What follows belongs to an exercise in optimizing a design on an open flow for small area and a short achievable clock period; a production flow would make more cautious choices. Only simulation tests tie the RTL to the original design; equivalence was not proved. Power and IR drop assume default switching activity.

## exp/garnet
==> flow/design.v (excerpt) <==
module FP16_mcl(
    input [15:0] data1,
    input [15:0] data2,
    input rst,
    input input_valid,
    input clk,
    output reg [15:0] datanew,
    output reg output_update
    );
    wire G1;
    wire G10;
    wire G11;
    wire G12;
    wire G13;
    wire G14;
    wire G15;
    wire G16;
    wire G17;
    wire G18;
    wire G19;
    wire G20;
    wire G21;
    wire G22;
    wire G23;
    wire G24;
    wire G25;
    wire G26;
    wire G27;
    wire G28;
    wire G29;
    wire G3;
    wire G30;
    wire G31;
    wire G32;
    wire G33;
    wire G34;
    wire G35;
    wire G36;
    wire G37;
    wire G38;
    wire G39;
    wire G4;
    wire G40;
    wire G41;
    wire G42;
    wire G43;
    wire G5;
    wire G6;
    wire G7;
    wire G8;
    wire G9;
    wire P1;
    wire P10;
    wire P11;
    wire P12;
    wire P13;
    wire P14;
    wire P15;
    wire P16;
    wire P17;
    wire P18;
    wire P19;
    wire P2;
    wire P20;
    wire P21;
    wire P22;
    wire P23;
    wire P24;
    wire P25;
    wire P26;
    wire P3;
    wire P4;
    wire P5;
    wire P6;
    wire P7;
    wire P8;
    wire P9;
    wire all_k0;
    wire all_k1;
    wire any_k0;
    wire any_k1;
    wire bm5_0;
    wire bm5_1;
    wire bm5_10;
    wire bm5_11;
    wire bm5_2;
    wire bm5_3;
    wire bm5_4;
    wire bm5_5;
    wire bm5_6;
    wire bm5_7;
    wire bm5_8;
    wire bm5_9;
    wire bp0_0;
    wire bp0_1;
    wire bp0_10;
    wire bp0_11;
    wire bp0_2;
    wire bp0_3;
    wire bp0_4;
    wire bp0_5;
    wire bp0_6;
    wire bp0_7;
    wire bp0_8;
    wire bp0_9;
    wire bp1_0;
    wire bp1_1;
    wire bp1_10;
    wire bp1_11;
    wire bp1_2;
    wire bp1_3;
    wire bp1_4;
    wire bp1_5;
    wire bp1_6;
    wire bp1_7;
    wire bp1_8;
    wire bp1_9;
    wire bp2_0;
    wire bp2_1;
    wire bp2_10;
    wire bp2_11;
    wire bp2_2;
    wire bp2_3;
    wire bp2_4;
    wire bp2_5;
    wire bp2_6;
    wire bp2_7;
    wire bp2_8;
    wire bp2_9;
    wire bp3_0;
    wire bp3_1;
    wire bp3_10;
    wire bp3_11;
    wire bp3_2;
    wire bp3_3;
    wire bp3_4;
    wire bp3_5;
    wire bp3_6;
    wire bp3_7;
    wire bp3_8;
  ...
Settings: LEC_CHECK=0, ABC_AREA=1, CAP_MARGIN=20, CORE_MARGIN=2, CORE_UTILIZATION=60, CTS_BUF_LIST=sky130_fd_sc_hd__clkbuf_4 sky130_fd_sc_hd__clkbuf_8, SETUP_SLACK_MARGIN=3.4, SLEW_MARGIN=20, TNS_END_PERCENT=10; clock period 5.5 ns.
standard.sh (not shown) runs the stock make flow with config.mk's settings and CLKGATE_MAP_FILE= SYNTH_SCRIPT=/design/flow/synth_recipe.tcl, a recipe that flattens the netlist after the stock synthesis.
==> flow/flow/run.sh <==
#!/bin/bash
# The standard layout, with the port buffers made from the smallest buffer cell.
bash standard.sh 'BUFFER_PORTS_ARGS=-buffer_cell sky130_fd_sc_hd__buf_1' finish > standard.log 2>&1
exp/garnet completed; timing, DRC and antenna clean
## Diff of input files: exp/yarrow against exp/garnet
# exp/garnet
export LEC_CHECK = 0
export ABC_AREA = 1
export CAP_MARGIN = 20
export CORE_MARGIN = 2
export CORE_UTILIZATION = 60
export CTS_BUF_LIST = sky130_fd_sc_hd__clkbuf_4 sky130_fd_sc_hd__clkbuf_8
export SETUP_SLACK_MARGIN = 3.4
export SLEW_MARGIN = 20
export TNS_END_PERCENT = 10
create_clock -name core_clock -period 5.5 [get_ports {clk}]
# exp/yarrow
export LEC_CHECK = 0
export ABC_AREA = 1
export CAP_MARGIN = 20
export CORE_MARGIN = 2
export CORE_UTILIZATION = 60
export CTS_BUF_LIST = sky130_fd_sc_hd__clkbuf_8 sky130_fd_sc_hd__clkbuf_16
export CTS_CLUSTER_DIAMETER = 60
export CTS_CLUSTER_SIZE = 24
export SETUP_SLACK_MARGIN = 3.4
export SLEW_MARGIN = 20
create_clock -name core_clock -period 5.5 [get_ports {clk}]
Results
- exp/yarrow: flow completed, timing, DRC and antenna clean
- Antenna diode instance count, exp/garnet and exp/yarrow: smaller value in exp/yarrow
- Actual slew at the worst max-slew pin is lower on exp/garnet
- Relative to exp/garnet, number of iterations in the first detailed-routing pass decreased by 1 in exp/yarrow.
- Looking at total chip power, exp/yarrow sits 6.9% above exp/garnet.
#### Input delta (exp/fjord over exp/yarrow)
# exp/yarrow
export LEC_CHECK = 0
export ABC_AREA = 1
export CAP_MARGIN = 20
export CORE_MARGIN = 2
export CORE_UTILIZATION = 60
export CTS_BUF_LIST = sky130_fd_sc_hd__clkbuf_8 sky130_fd_sc_hd__clkbuf_16
export CTS_CLUSTER_DIAMETER = 60
export CTS_CLUSTER_SIZE = 24
export SETUP_SLACK_MARGIN = 3.4
export SLEW_MARGIN = 20
create_clock -name core_clock -period 5.5 [get_ports {clk}]
# exp/fjord
export LEC_CHECK = 0
export ABC_AREA = 0
export CAP_MARGIN = 20
export CORE_MARGIN = 2
export CORE_UTILIZATION = 60
export CTS_BUF_LIST = sky130_fd_sc_hd__clkbuf_4 sky130_fd_sc_hd__clkbuf_8
export SETUP_SLACK_MARGIN = 3.4
export SLEW_MARGIN = 20
create_clock -name core_clock -period 5.5 [get_ports {clk}]
## What came out
Total power, exp/yarrow and exp/fjord: higher on exp/fjord. For the via count of the routed design, exp/fjord came in 481 lower than exp/yarrow did. Hold slack across exp/yarrow and exp/fjord: no real change. In the tables for exp/yarrow and exp/fjord, count of non-filler cells in the finished layout reads lower with exp/fjord. Fraction of the yosys area taken by sequential cells: higher on exp/yarrow. The non-clock inverter count in the final layout in exp/fjord sits 53% below the value recorded for exp/yarrow. First-pass GRT wire length was higher in exp/yarrow than in exp/fjord.
Changes in exp/zinc relative to exp/fjord:
# exp/fjord
export LEC_CHECK = 0
export ABC_AREA = 0
export CAP_MARGIN = 20
export CORE_MARGIN = 2
export CORE_UTILIZATION = 60
export CTS_BUF_LIST = sky130_fd_sc_hd__clkbuf_4 sky130_fd_sc_hd__clkbuf_8
export SETUP_SLACK_MARGIN = 3.4
export SLEW_MARGIN = 20
create_clock -name core_clock -period 5.5 [get_ports {clk}]
# exp/zinc
export LEC_CHECK = 0
export ABC_AREA = 1
export CAP_MARGIN = 20
export CORE_MARGIN = 2
export CORE_UTILIZATION = 60
export CTS_BUF_LIST = sky130_fd_sc_hd__clkbuf_4 sky130_fd_sc_hd__clkbuf_8
export SETUP_SLACK_MARGIN = 3.45
export SLEW_MARGIN = 20
create_clock -name core_clock -period 5.5 [get_ports {clk}]
[summary]
exp/zinc: all stages complete, timing, DRC and antenna checks passed
Diff exp/fjord..exp/zinc | quantity of I/O buffers inserted on ports | unchanged
The wire length reported by the detailed router reported for exp/zinc is greater than that of exp/fjord by 0.57%.
| setup slack on the worst flop-to-flop path | exp/zinc vs exp/fjord | 0.31 ns higher |
Sort exp/fjord and exp/zinc by required time of the critical path, descending, and exp/fjord comes first.
Taking exp/fjord as the reference, in exp/zinc sequential portion of the cell area increased by 0.36 points relative to the old numbers; pre-CTS setup slack increased by 0.31 ns relative to the old numbers.
exp/zinc vs. exp/fjord: worst setup slack now sits higher; clock latency of the later-clocked register in the worst-skew pair closely matched the old numbers; total power shows a reduction of 5.0%; wire length of the first global-routing pass saw a decrease; share of cells above drive strength 1 fell 1.2 points.

==> separate check: timing with driven ports <==
The flow's constraints put no driver on any port. The routed layouts listed below were extracted and timed again, unchanged, in two steps. Step 1 assumes that a clkbuf_16 drives the clock port and a buf_2 every other input. Step 2, shift: input delay + t, output delay - t, t = (earliest + latest rising clock arrival at the registers) / 2. This alone moves slack from input paths to output paths. a / b / c = ideal ports / drivers / drivers and shift; a / b = the first two.
run | t, ns | setup WS [ns] | worst setup path at the end
exp/garnet | 0.490 | 3.394 / 3.356 / 3.083 | input to register
exp/yarrow | 0.464 | 3.446 / 3.405 / 3.069 | input to register
exp/fjord | 0.482 | 3.173 / 3.173 / 3.089 | input to register
exp/zinc | 0.486 | 3.463 / 3.425 / 3.078 | input to register
After both steps setup and hold are still met in every run listed. For exp/zinc, which loses most, drivers alone change the setup slack by -0.038 ns; drivers and shift together by -0.385 ns.
